Context: an optimization exercise on an open-source flow, tuned for small area. The choices shown serve that exercise and are no tape-out recipe.
Only the layout flow was run in this run; the RTL was not checked for function there.
Power figures rest on the tool's default switching activity, not on a simulated workload.

[design/flow/run.sh]
#!/bin/bash
# synth_recipe.tcl (not shown) runs the flow's synth.tcl, then flattens the netlist and writes it again
# the make line also repeats each setting of config.mk as NAME=value (left out here)
make -C /OpenROAD-flow-scripts/flow DESIGN_CONFIG=/design/flow/config.mk WORK_HOME=/design/flow/orfs CLKGATE_MAP_FILE= SYNTH_SCRIPT=/design/flow/synth_recipe.tcl finish
[design/flow/config.mk]
export PLATFORM = sky130hd
export DESIGN_NAME = conv
export DESIGN_NICKNAME = conv
export VERILOG_FILES = /design/flow/design.v
export SDC_FILE = /design/flow/constraint.sdc
export NUM_CORES = 4
export LEC_CHECK = 0
export ABC_AREA = 1
export CAP_MARGIN = 20
export CORE_MARGIN = 2
export CORE_UTILIZATION = 40
export SLEW_MARGIN = 20
export SYNTH_HIERARCHICAL = 1
[design/flow/constraint.sdc]
create_clock -name core_clock -period 7.5 [get_ports {clk}]
set_input_delay 1.5000 -clock core_clock [delete_from_list [all_inputs] [get_ports {clk}]]
set_output_delay 1.5000 -clock core_clock [all_outputs]
set_load 0.01 [all_outputs]
[design/flow/design.v]
module conv(
  input clk,
  input reset,
  input [15:0] pxl_in,
  output [15:0] pxl_out,
  output [9:0] count,
  output valid
);
  reg [15:0] r00;
  reg [15:0] r01;
  reg [15:0] r02;
  reg [15:0] r10;
  reg [15:0] r11;
  reg [15:0] r12;
  reg [15:0] r20;
  reg [15:0] r21;
  reg [15:0] r22;
  reg [25*16-1:0] line1, line2;
  wire [15:0] line1_o = line1[25*16-1:24*16];
  wire [15:0] line2_o = line2[25*16-1:24*16];
  wire s1, c2;
  ha us1 (pxl_in[1], pxl_in[0], s1, c2);
  wire s3, c4;
  fa us3 (pxl_in[2], pxl_in[1], c2, s3, c4);
  wire s5, c6;
  fa us5 (pxl_in[3], pxl_in[2], c4, s5, c6);
  wire s7, c8;
  fa us7 (pxl_in[4], pxl_in[3], c6, s7, c8);
  wire s9, c10;
  fa us9 (pxl_in[5], pxl_in[4], c8, s9, c10);
  wire s11, c12;
  fa us11 (pxl_in[6], pxl_in[5], c10, s11, c12);
  wire s13, c14;
  fa us13 (pxl_in[7], pxl_in[6], c12, s13, c14);
  wire s15, c16;
  fa us15 (pxl_in[8], pxl_in[7], c14, s15, c16);
  wire s17, c18;
  fa us17 (pxl_in[9], pxl_in[8], c16, s17, c18);
  wire s19, c20;
  fa us19 (pxl_in[10], pxl_in[9], c18, s19, c20);
  wire s21, c22;
  fa us21 (pxl_in[11], pxl_in[10], c20, s21, c22);
  wire s23, c24;
  fa us23 (pxl_in[12], pxl_in[11], c22, s23, c24);
  wire s25, c26;
  fa us25 (pxl_in[13], pxl_in[12], c24, s25, c26);
  wire s27, c28;
  fa us27 (pxl_in[14], pxl_in[13], c26, s27, c28);
  wire x29 = pxl_in[15] ^ pxl_in[14];
  wire x30 = x29 ^ c28;
  wire s31, c32;
  ha us31 (pxl_in[2], pxl_in[0], s31, c32);
  wire s33, c34;
  fa us33 (pxl_in[3], pxl_in[1], c32, s33, c34);
  wire s35, c36;
  fa us35 (pxl_in[4], pxl_in[2], c34, s35, c36);
  wire s37, c38;
  fa us37 (pxl_in[5], pxl_in[3], c36, s37, c38);
  wire s39, c40;
  fa us39 (pxl_in[6], pxl_in[4], c38, s39, c40);
  wire s41, c42;
  fa us41 (pxl_in[7], pxl_in[5], c40, s41, c42);
  wire s43, c44;
  fa us43 (pxl_in[8], pxl_in[6], c42, s43, c44);
  wire s45, c46;
  fa us45 (pxl_in[9], pxl_in[7], c44, s45, c46);
  wire s47, c48;
  fa us47 (pxl_in[10], pxl_in[8], c46, s47, c48);
  wire s49, c50;
  fa us49 (pxl_in[11], pxl_in[9], c48, s49, c50);
  wire s51, c52;
  fa us51 (pxl_in[12], pxl_in[10], c50, s51, c52);
  wire s53, c54;
  fa us53 (pxl_in[13], pxl_in[11], c52, s53, c54);
  wire s55, c56;
  fa us55 (pxl_in[14], pxl_in[12], c54, s55, c56);
  wire x57 = pxl_in[15] ^ pxl_in[13];
  wire x58 = x57 ^ c56;
  wire s59, c60;
  ha us59 (pxl_in[3], pxl_in[0], s59, c60);
  wire s61, c62;
  fa us61 (pxl_in[4], pxl_in[1], c60, s61, c62);
  wire s63, c64;
  fa us63 (pxl_in[5], pxl_in[2], c62, s63, c64);
  wire s65, c66;
  fa us65 (pxl_in[6], pxl_in[3], c64, s65, c66);
  wire s67, c68;
  fa us67 (pxl_in[7], pxl_in[4], c66, s67, c68);
  wire s69, c70;
  fa us69 (pxl_in[8], pxl_in[5], c68, s69, c70);
  wire s71, c72;
  fa us71 (pxl_in[9], pxl_in[6], c70, s71, c72);
  wire s73, c74;
  fa us73 (pxl_in[10], pxl_in[7], c72, s73, c74);
  wire s75, c76;
  fa us75 (pxl_in[11], pxl_in[8], c74, s75, c76);
  wire s77, c78;
  fa us77 (pxl_in[12], pxl_in[9], c76, s77, c78);
  wire s79, c80;
  fa us79 (pxl_in[13], pxl_in[10], c78, s79, c80);
  wire s81, c82;
  fa us81 (pxl_in[14], pxl_in[11], c80, s81, c82);
  wire x83 = pxl_in[15] ^ pxl_in[12];
  wire x84 = x83 ^ c82;
  wire i85 = ~pxl_in[0];
  wire i86 = ~pxl_in[1];
  wire i87 = ~pxl_in[2];
  wire i88 = ~s59;
  wire i89 = ~s61;
  wire i90 = ~s63;
  wire i91 = ~s65;
  wire i92 = ~s67;
  wire i93 = ~s69;
  wire i94 = ~s71;
  wire i95 = ~s73;
  wire i96 = ~s75;
  wire i97 = ~s77;
  wire i98 = ~s1;
  wire i99 = ~s3;
  wire i100 = ~s5;
  wire i101 = ~s7;
  wire i102 = ~s9;
  wire i103 = ~s11;
  wire i104 = ~s13;
  wire i105 = ~s15;
  wire i106 = ~s17;
  wire i107 = ~s19;
  wire i108 = ~s21;
  wire i109 = ~s23;
  wire i110 = ~s25;
  wire i111 = ~s27;
  wire i112 = ~x30;
  wire s113, c114;
  ha us113 (i85, i98, s113, c114);
  wire s115, c116;
  ha us115 (c114, i99, s115, c116);
  wire s117, c118;
  fa us117 (i85, c116, i100, s117, c118);
  wire i119 = ~s117;
  wire s120, c121;
  fa us120 (i86, i101, c118, s120, c121);
  wire s122, c123;
  ha us122 (s117, s120, s122, c123);
  wire s124, c125;
  fa us124 (i87, i102, c121, s124, c125);
  wire s126, c127;
  ha us126 (c123, s124, s126, c127);
  wire s128, c129;
  fa us128 (i88, i103, c125, s128, c129);
  wire s130, c131;
  ha us130 (c127, s128, s130, c131);
  wire s132, c133;
  fa us132 (i89, i104, c129, s132, c133);
  wire s134, c135;
  ha us134 (c131, s132, s134, c135);
  wire s136, c137;
  fa us136 (i90, i105, c133, s136, c137);
  wire s138, c139;
  ha us138 (c135, s136, s138, c139);
  wire s140, c141;
  fa us140 (i91, i106, c137, s140, c141);
  wire s142, c143;
  ha us142 (c139, s140, s142, c143);
  wire s144, c145;
  fa us144 (i92, i107, c141, s144, c145);
  wire s146, c147;
  ha us146 (c143, s144, s146, c147);
  wire s148, c149;
  fa us148 (i93, i108, c145, s148, c149);
  wire s150, c151;
  ha us150 (c147, s148, s150, c151);
  wire s152, c153;
  fa us152 (i94, i109, c149, s152, c153);
  wire s154, c155;
  ha us154 (c151, s152, s154, c155);
  wire s156, c157;
  fa us156 (i95, i110, c153, s156, c157);
  wire s158, c159;
  ha us158 (c155, s156, s158, c159);
  wire s160, c161;
  fa us160 (i96, i111, c157, s160, c161);
  wire s162, c163;
  ha us162 (c159, s160, s162, c163);
  wire x164 = i97 ^ i112;
  wire x165 = x164 ^ c161;
  wire x166 = x165 ^ c163;
  wire i167 = ~s79;
  wire i168 = ~s81;
  wire i169 = ~x84;
  wire s170 = ~(r00[0] ^ i85);
  wire c171 = r00[0] | i85;
  wire s172, c173;
  fa us172 (r00[1], i86, c171, s172, c173);
  wire s174, c175;
  fa us174 (r00[2], i87, c173, s174, c175);
  wire s176, c177;
  fa us176 (r00[3], i88, c175, s176, c177);
  wire s178, c179;
  fa us178 (r00[4], i89, c177, s178, c179);
  wire s180, c181;
  fa us180 (r00[5], pxl_in[0], i90, s180, c181);
  wire s182, c183;
  ha us182 (s180, c179, s182, c183);
  wire s184, c185;
  fa us184 (r00[6], s1, i91, s184, c185);
  wire s186, c187;
  fa us186 (c181, s184, c183, s186, c187);
  wire s188, c189;
  fa us188 (r00[7], s3, i92, s188, c189);
  wire s190, c191;
  fa us190 (c185, s188, c187, s190, c191);
  wire s192, c193;
  fa us192 (r00[8], s5, i93, s192, c193);
  wire s194, c195;
  fa us194 (c189, s192, c191, s194, c195);
  wire s196, c197;
  fa us196 (r00[9], s7, i94, s196, c197);
  wire s198, c199;
  fa us198 (c193, s196, c195, s198, c199);
  wire s200, c201;
  fa us200 (r00[10], s9, c197, s200, c201);
  wire s202, c203;
  fa us202 (i95, s200, c199, s202, c203);
  wire s204, c205;
  fa us204 (r00[11], s11, c201, s204, c205);
  wire s206, c207;
  fa us206 (i96, s204, c203, s206, c207);
  wire s208, c209;
  fa us208 (r00[12], s13, c205, s208, c209);
  wire s210, c211;
  fa us210 (i97, s208, c207, s210, c211);
  wire s212, c213;
  fa us212 (r00[13], s15, c209, s212, c213);
  wire s214, c215;
  fa us214 (i167, s212, c211, s214, c215);
  wire s216, c217;
  fa us216 (r00[14], s17, c213, s216, c217);
  wire s218, c219;
  fa us218 (i168, s216, c215, s218, c219);
  wire x220 = r00[15] ^ s19;
  wire x221 = x220 ^ i169;
  wire x222 = x221 ^ c217;
  wire x223 = x222 ^ c219;
  wire i224 = ~pxl_in[3];
  wire i225 = ~pxl_in[4];
  wire i226 = ~pxl_in[5];
  wire i227 = ~pxl_in[6];
  wire i228 = ~pxl_in[7];
  wire i229 = ~pxl_in[8];
  wire i230 = ~pxl_in[9];
  wire i231 = ~pxl_in[10];
  wire s232 = ~(r01[0] ^ i85);
  wire c233 = r01[0] | i85;
  wire s234, c235;
  fa us234 (r01[1], c233, i98, s234, c235);
  wire s236, c237;
  fa us236 (r01[2], i99, c235, s236, c237);
  wire s238, c239;
  fa us238 (r01[3], i100, c237, s238, c239);
  wire s240, c241;
  fa us240 (r01[4], i101, c239, s240, c241);
  wire s242, c243;
  fa us242 (r01[5], i85, i102, s242, c243);
  wire s244 = ~(c241 ^ s242);
  wire c245 = c241 | s242;
  wire s246, c247;
  fa us246 (r01[6], i86, i103, s246, c247);
  wire s248, c249;
  fa us248 (c243, c245, s246, s248, c249);
  wire s250, c251;
  fa us250 (r01[7], i87, i104, s250, c251);
  wire s252, c253;
  fa us252 (c247, c249, s250, s252, c253);
  wire s254, c255;
  fa us254 (r01[8], i224, c251, s254, c255);
  wire s256, c257;
  fa us256 (i105, s254, c253, s256, c257);
  wire s258, c259;
  fa us258 (r01[9], i225, c255, s258, c259);
  wire s260, c261;
  fa us260 (i106, s258, c257, s260, c261);
  wire s262, c263;
  fa us262 (r01[10], i226, c259, s262, c263);
  wire s264, c265;
  fa us264 (i107, s262, c261, s264, c265);
  wire s266, c267;
  fa us266 (r01[11], i227, c263, s266, c267);
  wire s268, c269;
  fa us268 (i108, s266, c265, s268, c269);
  wire s270, c271;
  fa us270 (r01[12], i228, c267, s270, c271);
  wire s272, c273;
  fa us272 (i109, s270, c269, s272, c273);
  wire s274, c275;
  fa us274 (r01[13], i229, c271, s274, c275);
  wire s276, c277;
  fa us276 (i110, s274, c273, s276, c277);
  wire s278, c279;
  fa us278 (r01[14], i230, c275, s278, c279);
  wire s280, c281;
  fa us280 (i111, s278, c277, s280, c281);
  wire x282 = r01[15] ^ i231;
  wire x283 = x282 ^ i112;
  wire x284 = x283 ^ c279;
  wire x285 = x284 ^ c281;
  wire s286, c287;
  ha us286 (line1_o[0], pxl_in[0], s286, c287);
  wire s288, c289;
  fa us288 (line1_o[1], c287, s1, s288, c289);
  wire s290, c291;
  fa us290 (line1_o[2], s3, c289, s290, c291);
  wire s292, c293;
  fa us292 (line1_o[3], s5, c291, s292, c293);
  wire s294, c295;
  fa us294 (line1_o[4], pxl_in[0], s7, s294, c295);
  wire s296, c297;
  ha us296 (c293, s294, s296, c297);
  wire s298, c299;
  fa us298 (line1_o[5], s1, s9, s298, c299);
  wire s300, c301;
  fa us300 (c295, c297, s298, s300, c301);
  wire s302, c303;
  fa us302 (line1_o[6], s3, s11, s302, c303);
  wire s304, c305;
  fa us304 (c299, c301, s302, s304, c305);
  wire s306, c307;
  fa us306 (line1_o[7], s5, s13, s306, c307);
  wire s308, c309;
  fa us308 (c303, s306, c305, s308, c309);
  wire s310, c311;
  fa us310 (line1_o[8], s7, c307, s310, c311);
  wire s312, c313;
  fa us312 (s15, s310, c309, s312, c313);
  wire s314, c315;
  fa us314 (line1_o[9], s9, c311, s314, c315);
  wire s316, c317;
  fa us316 (s17, s314, c313, s316, c317);
  wire s318, c319;
  fa us318 (line1_o[10], s11, c315, s318, c319);
  wire s320, c321;
  fa us320 (s19, s318, c317, s320, c321);
  wire s322, c323;
  fa us322 (line1_o[11], s13, c319, s322, c323);
  wire s324, c325;
  fa us324 (s21, s322, c321, s324, c325);
  wire s326, c327;
  fa us326 (line1_o[12], s15, c323, s326, c327);
  wire s328, c329;
  fa us328 (s23, s326, c325, s328, c329);
  wire s330, c331;
  fa us330 (line1_o[13], s17, c327, s330, c331);
  wire s332, c333;
  fa us332 (s25, s330, c329, s332, c333);
  wire s334, c335;
  fa us334 (line1_o[14], s19, c331, s334, c335);
  wire s336, c337;
  fa us336 (s27, s334, c333, s336, c337);
  wire x338 = line1_o[15] ^ s21;
  wire x339 = x338 ^ x30;
  wire x340 = x339 ^ c335;
  wire x341 = x340 ^ c337;
  wire s342, c343;
  ha us342 (r10[0], pxl_in[0], s342, c343);
  wire s344, c345;
  fa us344 (r10[1], pxl_in[1], c343, s344, c345);
  wire s346, c347;
  fa us346 (r10[2], s31, c345, s346, c347);
  wire s348, c349;
  fa us348 (r10[3], s33, c347, s348, c349);
  wire s350, c351;
  fa us350 (r10[4], pxl_in[0], s35, s350, c351);
  wire s352, c353;
  ha us352 (c349, s350, s352, c353);
  wire s354, c355;
  fa us354 (r10[5], pxl_in[1], s37, s354, c355);
  wire s356, c357;
  fa us356 (c351, c353, s354, s356, c357);
  wire s358, c359;
  fa us358 (r10[6], pxl_in[2], s39, s358, c359);
  wire s360, c361;
  fa us360 (c355, s358, c357, s360, c361);
  wire s362, c363;
  fa us362 (r10[7], pxl_in[3], s41, s362, c363);
  wire s364, c365;
  fa us364 (c359, s362, c361, s364, c365);
  wire s366, c367;
  fa us366 (r10[8], pxl_in[4], s43, s366, c367);
  wire s368, c369;
  fa us368 (c363, s366, c365, s368, c369);
  wire s370, c371;
  fa us370 (r10[9], pxl_in[5], c367, s370, c371);
  wire s372, c373;
  fa us372 (s45, s370, c369, s372, c373);
  wire s374, c375;
  fa us374 (r10[10], pxl_in[6], c371, s374, c375);
  wire s376, c377;
  fa us376 (s47, s374, c373, s376, c377);
  wire s378, c379;
  fa us378 (r10[11], pxl_in[7], c375, s378, c379);
  wire s380, c381;
  fa us380 (s49, s378, c377, s380, c381);
  wire s382, c383;
  fa us382 (r10[12], pxl_in[8], c379, s382, c383);
  wire s384, c385;
  fa us384 (s51, s382, c381, s384, c385);
  wire s386, c387;
  fa us386 (r10[13], pxl_in[9], c383, s386, c387);
  wire s388, c389;
  fa us388 (s53, s386, c385, s388, c389);
  wire s390, c391;
  fa us390 (r10[14], pxl_in[10], c387, s390, c391);
  wire s392, c393;
  fa us392 (s55, s390, c389, s392, c393);
  wire x394 = r10[15] ^ pxl_in[11];
  wire x395 = x394 ^ x58;
  wire x396 = x395 ^ c391;
  wire x397 = x396 ^ c393;
  wire s398, c399;
  ha us398 (r11[0], pxl_in[0], s398, c399);
  wire s400, c401;
  fa us400 (r11[1], pxl_in[1], c399, s400, c401);
  wire s402, c403;
  fa us402 (r11[2], s31, c401, s402, c403);
  wire s404, c405;
  fa us404 (r11[3], pxl_in[0], s33, s404, c405);
  wire s406, c407;
  ha us406 (c403, s404, s406, c407);
  wire s408, c409;
  fa us408 (r11[4], s1, s35, s408, c409);
  wire s410, c411;
  fa us410 (c405, c407, s408, s410, c411);
  wire s412, c413;
  fa us412 (r11[5], s3, s37, s412, c413);
  wire s414, c415;
  fa us414 (c409, c411, s412, s414, c415);
  wire s416, c417;
  fa us416 (r11[6], s5, s39, s416, c417);
  wire s418, c419;
  fa us418 (c413, s416, c415, s418, c419);
  wire s420, c421;
  fa us420 (r11[7], s7, s41, s420, c421);
  wire s422, c423;
  fa us422 (c417, s420, c419, s422, c423);
  wire s424, c425;
  fa us424 (r11[8], s9, s43, s424, c425);
  wire s426, c427;
  fa us426 (c421, s424, c423, s426, c427);
  wire s428, c429;
  fa us428 (r11[9], s11, c425, s428, c429);
  wire s430, c431;
  fa us430 (s45, s428, c427, s430, c431);
  wire s432, c433;
  fa us432 (r11[10], s13, c429, s432, c433);
  wire s434, c435;
  fa us434 (s47, s432, c431, s434, c435);
  wire s436, c437;
  fa us436 (r11[11], s15, c433, s436, c437);
  wire s438, c439;
  fa us438 (s49, s436, c435, s438, c439);
  wire s440, c441;
  fa us440 (r11[12], s17, c437, s440, c441);
  wire s442, c443;
  fa us442 (s51, s440, c439, s442, c443);
  wire s444, c445;
  fa us444 (r11[13], s19, c441, s444, c445);
  wire s446, c447;
  fa us446 (s53, s444, c443, s446, c447);
  wire s448, c449;
  fa us448 (r11[14], s21, c445, s448, c449);
  wire s450, c451;
  fa us450 (s55, s448, c447, s450, c451);
  wire x452 = r11[15] ^ s23;
  wire x453 = x452 ^ x58;
  wire x454 = x453 ^ c449;
  wire x455 = x454 ^ c451;
  wire i456 = ~s31;
  wire i457 = ~s33;
  wire i458 = ~s35;
  wire i459 = ~s37;
  wire i460 = ~s39;
  wire i461 = ~s41;
  wire i462 = ~s43;
  wire i463 = ~s45;
  wire i464 = ~s47;
  wire i465 = ~s49;
  wire i466 = ~s51;
  wire s467 = ~(line2_o[3] ^ i85);
  wire c468 = line2_o[3] | i85;
  wire s469, c470;
  fa us469 (line2_o[4], i86, c468, s469, c470);
  wire s471, c472;
  fa us471 (line2_o[5], i456, c470, s471, c472);
  wire s473, c474;
  fa us473 (line2_o[6], i457, c472, s473, c474);
  wire s475, c476;
  fa us475 (line2_o[7], i458, c474, s475, c476);
  wire s477, c478;
  fa us477 (line2_o[8], i459, c476, s477, c478);
  wire s479, c480;
  fa us479 (line2_o[9], i460, c478, s479, c480);
  wire s481, c482;
  fa us481 (line2_o[10], i461, c480, s481, c482);
  wire s483, c484;
  fa us483 (line2_o[11], i462, c482, s483, c484);
  wire s485, c486;
  fa us485 (line2_o[12], i463, c484, s485, c486);
  wire s487, c488;
  fa us487 (line2_o[13], i464, c486, s487, c488);
  wire s489, c490;
  fa us489 (line2_o[14], i465, c488, s489, c490);
  wire x491 = line2_o[15] ^ i466;
  wire x492 = x491 ^ c490;
  wire s493, c494;
  ha us493 (r20[0], pxl_in[0], s493, c494);
  wire s495, c496;
  fa us495 (r20[1], pxl_in[1], c494, s495, c496);
  wire s497, c498;
  fa us497 (r20[2], pxl_in[2], c496, s497, c498);
  wire s499, c500;
  fa us499 (r20[3], s59, c498, s499, c500);
  wire s501, c502;
  fa us501 (r20[4], pxl_in[0], s61, s501, c502);
  wire s503, c504;
  ha us503 (s501, c500, s503, c504);
  wire s505, c506;
  fa us505 (r20[5], pxl_in[1], s63, s505, c506);
  wire s507, c508;
  fa us507 (c502, s505, c504, s507, c508);
  wire s509, c510;
  fa us509 (r20[6], s31, s65, s509, c510);
  wire s511, c512;
  fa us511 (c506, s509, c508, s511, c512);
  wire s513, c514;
  fa us513 (r20[7], s33, s67, s513, c514);
  wire s515, c516;
  fa us515 (c510, s513, c512, s515, c516);
  wire s517, c518;
  fa us517 (r20[8], s35, s69, s517, c518);
  wire s519, c520;
  fa us519 (c514, s517, c516, s519, c520);
  wire s521, c522;
  fa us521 (r20[9], s37, s71, s521, c522);
  wire s523, c524;
  fa us523 (c518, s521, c520, s523, c524);
  wire s525, c526;
  fa us525 (r20[10], s39, c522, s525, c526);
  wire s527, c528;
  fa us527 (s73, s525, c524, s527, c528);
  wire s529, c530;
  fa us529 (r20[11], s41, c526, s529, c530);
  wire s531, c532;
  fa us531 (s75, s529, c528, s531, c532);
  wire s533, c534;
  fa us533 (r20[12], s43, c530, s533, c534);
  wire s535, c536;
  fa us535 (s77, s533, c532, s535, c536);
  wire s537, c538;
  fa us537 (r20[13], s45, c534, s537, c538);
  wire s539, c540;
  fa us539 (s79, s537, c536, s539, c540);
  wire s541, c542;
  fa us541 (r20[14], s47, c538, s541, c542);
  wire s543, c544;
  fa us543 (s81, s541, c540, s543, c544);
  wire x545 = r20[15] ^ s49;
  wire x546 = x545 ^ x84;
  wire x547 = x546 ^ c542;
  wire x548 = x547 ^ c544;
  wire i549 = ~pxl_in[11];
  wire s550 = ~(r21[1] ^ i85);
  wire c551 = r21[1] | i85;
  wire s552, c553;
  fa us552 (r21[2], c551, i98, s552, c553);
  wire s554, c555;
  fa us554 (r21[3], i99, c553, s554, c555);
  wire s556, c557;
  fa us556 (r21[4], i85, i100, s556, c557);
  wire s558 = ~(c555 ^ s556);
  wire c559 = c555 | s556;
  wire s560, c561;
  fa us560 (r21[5], i86, i101, s560, c561);
  wire s562, c563;
  fa us562 (c557, c559, s560, s562, c563);
  wire s564, c565;
  fa us564 (r21[6], i87, i102, s564, c565);
  wire s566, c567;
  fa us566 (c561, c563, s564, s566, c567);
  wire s568, c569;
  fa us568 (r21[7], i224, i103, s568, c569);
  wire s570, c571;
  fa us570 (c565, s568, c567, s570, c571);
  wire s572, c573;
  fa us572 (r21[8], i225, i104, s572, c573);
  wire s574, c575;
  fa us574 (c569, s572, c571, s574, c575);
  wire s576, c577;
  fa us576 (r21[9], i226, c573, s576, c577);
  wire s578, c579;
  fa us578 (i105, s576, c575, s578, c579);
  wire s580, c581;
  fa us580 (r21[10], i227, c577, s580, c581);
  wire s582, c583;
  fa us582 (i106, s580, c579, s582, c583);
  wire s584, c585;
  fa us584 (r21[11], i228, c581, s584, c585);
  wire s586, c587;
  fa us586 (i107, s584, c583, s586, c587);
  wire s588, c589;
  fa us588 (r21[12], i229, c585, s588, c589);
  wire s590, c591;
  fa us590 (i108, s588, c587, s590, c591);
  wire s592, c593;
  fa us592 (r21[13], i230, c589, s592, c593);
  wire s594, c595;
  fa us594 (i109, s592, c591, s594, c595);
  wire s596, c597;
  fa us596 (r21[14], i231, c593, s596, c597);
  wire s598, c599;
  fa us598 (i110, s596, c595, s598, c599);
  wire x600 = r21[15] ^ i549;
  wire x601 = x600 ^ c597;
  wire x602 = i111 ^ x601;
  wire x603 = x602 ^ c599;
  wire [15:0] r00_d = {x166, s162, s158, s154, s150, s146, s142, s138, s134, s130, s126, s122, i119, s115, s113, pxl_in[0]};
  wire [15:0] r01_d = {x223, s218, s214, s210, s206, s202, s198, s194, s190, s186, s182, s178, s176, s174, s172, s170};
  wire [15:0] r02_d = {x285, s280, s276, s272, s268, s264, s260, s256, s252, s248, s244, s240, s238, s236, s234, s232};
  wire [15:0] r10_d = {x341, s336, s332, s328, s324, s320, s316, s312, s308, s304, s300, s296, s292, s290, s288, s286};
  wire [15:0] r11_d = {x397, s392, s388, s384, s380, s376, s372, s368, s364, s360, s356, s352, s348, s346, s344, s342};
  wire [15:0] r12_d = {x455, s450, s446, s442, s438, s434, s430, s426, s422, s418, s414, s410, s406, s402, s400, s398};
  wire [15:0] r20_d = {x492, s489, s487, s485, s483, s481, s479, s477, s475, s473, s471, s469, s467, line2_o[2], line2_o[1], line2_o[0]};
  wire [15:0] r21_d = {x548, s543, s539, s535, s531, s527, s523, s519, s515, s511, s507, s503, s499, s497, s495, s493};
  wire [15:0] r22_d = {x603, s598, s594, s590, s586, s582, s578, s574, s570, s566, s562, s558, s554, s552, s550, r21[0]};
  wire [15:0] r02_res = {r02[15], r02[14], r02[13], r02[12], r02[11], r02[10], r02[9], r02[8], r02[7], r02[6], r02[5], r02[4], r02[3], r02[2], r02[1], r02[0]};
  wire [15:0] r12_res = {r12[15], r12[14], r12[13], r12[12], r12[11], r12[10], r12[9], r12[8], r12[7], r12[6], r12[5], r12[4], r12[3], r12[2], r12[1], r12[0]};
  wire [15:0] r22_res = {r22[15], r22[14], r22[13], r22[12], r22[11], r22[10], r22[9], r22[8], r22[7], r22[6], r22[5], r22[4], r22[3], r22[2], r22[1], r22[0]};
  always @(posedge clk) begin
    r00 <= r00_d;
    r01 <= r01_d;
    r02 <= r02_d;
    r10 <= r10_d;
    r11 <= r11_d;
    r12 <= r12_d;
    r20 <= r20_d;
    r21 <= r21_d;
    r22 <= r22_d;
    line1 <= {line1[24*16-1:0], r02_res};
    line2 <= {line2[24*16-1:0], r12_res};
  end
  assign pxl_out = r22_res;
  reg [9:0] counter;
  wire [10:0] cy;
  wire [9:0] cn;
  assign cy[0] = 1'b1;
  genvar gi;
  generate for (gi = 0; gi < 10; gi = gi + 1) begin : inc
    assign cn[gi] = counter[gi] ^ cy[gi];
    assign cy[gi+1] = counter[gi] & cy[gi];
  end endgenerate
  always @(posedge clk) begin
    if (reset) counter <= 10'd0;
    else counter <= cn;
  end
  assign count = counter;
  wire [7:0] ce = counter[9:2];
  wire [4:0] m7 = ce[2:0] + ce[5:3] + ce[7:6];
  wire col_bad = counter[1] & (m7 == 5'd0 || m7 == 5'd7 || m7 == 5'd14);
  wire in_rng = (counter >= 10'd59) && (counter <= 10'd785);
  assign valid = in_rng & ~col_bad;
endmodule
module fa(input a, input b, input c, output s, output co);
  assign s = a ^ b ^ c;
  assign co = (a & b) | (c & (a ^ b));
endmodule
module ha(input a, input b, output s, output co);
  assign s = a ^ b;
  assign co = a & b;
endmodule
==> summary.md <==
| Metric | Value |
|---|---|
| LEAKAGE | 13.0 nW |
| Die ar. | 65,500 µm² |
| Core Util, Final | 48.9% |
| Total of max-cap violations | 0 |
| Net switching power | 0.00426 W |
| Core area | 62,900 µm² |
| CP Class | in2reg |
| Total vias in the final route | 10.2k |
| Congestion Overflow GR | 0 |
| Fmax | 0.133 GHz |
| Netlist cell types | 17 |
| Syn. warnings | 7 |
| Dpl ws | -1.22 ns |
| CTS max path bufs | 3 |
| SO Viols | negative setup slack |
| Worst-margin pin slew | 0.812 ns |
| P&R area growth vs syn | 21.2% |
| Gp weighted congestion | 0.826 |
| WP data arrival | 8.05 ns |
| Worst setup path startpoint | pxl_in[1] |
| Worst min-delay path category | reg2reg |
| Number of global-route vias before repair | 11.6k |
| Critical Path Source Type | input port |
| Pins Over Slew Limit | 0 |
| Multi-input logic area | 6150 µm² |
| Via/cell ratio | 3.89 |
| Layout Nets | 2,001 |
| Flop pwr share | 52.0% |
| Fin Clk Skew | 0.0239 ns |
| Drt drc | 0 |
| Logic pwr share | 20.7% |
| Slew headroom | 45.7% |
| DR WL/cell | 13.6 µm |
| Initial DRT Pass Iterations | 4 |
| Detailed Route WL | 35,800 µm |
| Final Hold Viols | 0 |
| Tmin final | 7.55 ns |
| Avg Inst Size Synth | 16.9 µm² |
| Final worst slack | -0.0468 ns |
| Slowest stage delay, CP | 0.57 ns |
| Initial core utilization | 40.4% |
| R2r setup slk | 1.22 ns |
| Worst setup endpoint | r02[15] |
| Final worst-path cycle share | 101% |
| Worst EP required | 8.00 ns |
| Num Clock Sinks | 954 |
| Biggest regs | line1 x400, line2 x400 |
| Crit path cell chain | buf_12 > ha_4 > fa_2 > fa_2 > fa_2 > fa_2 > fa_2 > fa_2 > inv_2 > fa_2 > fa_2 > fa_2 > fa_2 > fa_2 > fa_2 > fa_2 > fa_1 > fa_2 > xnor2_2 > nand2_1 > nand2_1 > inv_1 > nand2_1 > nand2_1 |
| Worst-Skew Late Latency | 0.62 ns |
| I/O Buffers | 44 |
| Total track usage | 11.9% |
| Post-Syn Instances | 1,503 |
| CTS clock-pin slew for the worst setup and hold paths | 0.06 ns |
| Die width | 256 µm |
| Critical Path Most Common Cell | fa_2 |
| Largest net degree at the start of global routing | 17 |
| ANT cells | 0 |
| Syn Std Cell Area | 25,400 µm² |
| Critical R2R Launch | r20[0] |
| Worst reg2reg endpoint | r21[15] |
| Die height | 256 µm |
| Sw Ratio | 26.0% |
| Pint | 0.0122 W |
| Status | complete, but fails checks |
| Number of CTS-inserted buffers | 88 |
| Cells on worst reg2reg path | 23 |
| Endpoint class of the critical path | flip-flop |
| Register area share after synthesis | 75.3% |
| Clk network pwr share | 27.3% |
| Final number of setup-violating endpoints | 2 |
| Slowest stage cell, crit path | fa_2 |
| RSZ-0062 raised after global routing | true |
| Minimum hold slack | 0.310 ns |
| P per Cell Area | 534 nW/µm² |
| Initial antenna violation count | 2 |
| Row cnt | 92 |
| First-pass GRT wire length | 61,300 µm |
| I/O pin cnt | 45 |
| Register area | 19,100 µm² |
| Yosys reg bits | 954 |
| Fillers | 5,301 |
| Post-synth net total | 1,793 |
| Share of cells above drive strength 1 | 19.4% |
| DRT iter0 DRCs | 342 |
| Peak supply drop | 0.257 mV |
| H-tree depth | 3 |
| Sum of negative setup slack | -0.0636 ns |
| CTS root buf | clkbuf_16 |
| Post-DP HPWL | 23,800 µm |
| CTS tree | yes |
| Routed Antenna Nets | 0 |
| Worst Path Max Fanout | 3 |
==> Yosys cell counts <==
| cell | instances | area (µm²) |
|---|---|---|
| or2_1 | 1 | 6.26 |
| nand2_1 | 98 | 368 |
| nand2_2 | 1 | 6.26 |
| ha_1 | 44 | 551 |
| clkbuf_1 | 1 | 3.75 |
| xnor2_1 | 12 | 105 |
| dfxtp_1 | 954 | 19100 |
| xor2_1 | 7 | 61.3 |
| fa_1 | 228 | 4560 |
| inv_1 | 119 | 447 |
| o21ai_0 | 1 | 5.00 |
| or2_2 | 2 | 12.5 |
| nand4_1 | 1 | 6.26 |
| inv_2 | 1 | 3.75 |
| nor2_1 | 24 | 90.1 |
| nand3b_1 | 2 | 15.0 |
| nand3_1 | 7 | 35.0 |
==> power by group through the flow <==
stage | registers (W) | logic [W] | clock network [W]
after floorplan | 0.00834 | 0.00210 | 0
after global placement | 0.00865 | 0.00336 | 0
after detailed placement | 0.00864 | 0.00339 | 0
after CTS | 0.00862 | 0.00349 | 0.00462
after global routing | 0.00883 | 0.00399 | 0.00482
final | 0.00853 | 0.00340 | 0.00448
==> layout by cell type, fill, tap and decap left out, types with 8 or more instances in the layout <==
master / netlist / routed
clkbuf_8: 0 / 8
bufinv_16: 0 / 10
clkinv_2: 0 / 11
nand2_1: 98 / 98
inv_2: 1 / 9
clkdlybuf4s50_1: 0 / 39
nor2_1: 24 / 24
fa_2: 0 / 113
clkbuf_16: 0 / 92
buf_4: 0 / 72
inv_1: 119 / 107
dfxtp_1: 954 / 954
xnor2_1: 12 / 10
fa_1: 228 / 115
ha_1: 44 / 42
clkbuf_1: 1 / 22
==> what timing repair did <==
action	4_1_cts	5_1_grt
pin swaps	21	6
endpoints found under the setup margin	16	10
endpoints found under the hold margin	0	0
buffers inserted	4	3
gates resized for setup	25	19
hold buffers	0	0
==> per-module statistics from Yosys (local to each module, per instance) <==
module | flops+latches | cell area [µm²] | cells inside | copies in the design
fa | 0 | 20.0 | 1 | 225
ha | 0 | 12.5 | 1 | 25
conv | 954 | 20600 | 1253 | 1
==> layout make-up <==
cell class	count	share of cell area [%]
multi-input cells	428	20.0
clock buffers	122	8.11
flip-flops and latches	954	62.1
repair buffers	119	3.34
inverters	120	1.50
clock inverters	34	1.54
well taps	846	3.44
==> critical path, delay by kind of cell <==
family / cells / cell delay (ns)
fa+ha+maj: 16 / 5.90
simple gates: 4 / 0.24
buf+inv: 3 / 0.21
xor+xnor: 1 / 0.16
==> cell families (layout without fill, tap and decap cells) <==
group	count (synthesis)	after routing	share of synthesized area (%)
simple gates	136	136	2.12
compound gates	1	1	0.0197
flops	954	954	75.3
fa+ha+maj	272	272	20.2
xor+xnor	19	19	0.656
buf+inv	121	395	1.79
==> metrics by stage <==
step                cells  total power [W]  cell area, µm²
floorplan            1503           0.0104           25600
CTS                  2621           0.0167           30700
global placement     2461           0.0120           27700
finish               2623           0.0164           30800
detailed placement   2461           0.0120           27700
global route         2623           0.0176           30800
==> worst min path at each step <==
stage | startpoint | end | cells past startpoint
2_1_floorplan | r02[0] | line1[0] | 0
3_3_place_gp | line1[270] | line1[286] | 0
3_5_place_dp | line1[124] | line1[140] | 0
4_1_cts | line1[150] | line1[166] | 0
5_1_grt | line1[327] | line1[343] | 0
6_report | line1[150] | line1[166] | 0
==> layer usage <==
metal | global-route usage, % | vias up | share of wire (%)
met5 | 0 | - | 0.064
met2 | 17.6 | 137 | 44
met4 | 4.32 | 4 | 2.5
li1 | - | 4953 | -
met1 | 16.8 | 5035 | 49
met3 | 3.21 | 79 | 4.3

## afterwards: timing with drivers on the ports
Ports are ideal in the flow. The routed layout listed here was re-timed in OpenROAD.
Step 1 assumes that a clkbuf_16 drives the clock port and a buf_2 every other input.
Step 2 moves the port delays by t, midway between the first and last clock arrival at a register: inputs arrive t later, outputs are due t later. That takes back most of the time a late clock gives input paths.
Three values: no drivers, after step 1, after step 2; two values: the first two.
t, ns: 0.666
slack for setup (ns): -0.047 / -0.037 / -0.703
worst setup path at the end: input to register
clock arrival spread, ns: 0.026 / 0.026
slew at the worst register clock pin (ns): 0.07 / 0.07
For this run, drivers alone change the setup slack by +0.010 ns; drivers and shift together by -0.656 ns.
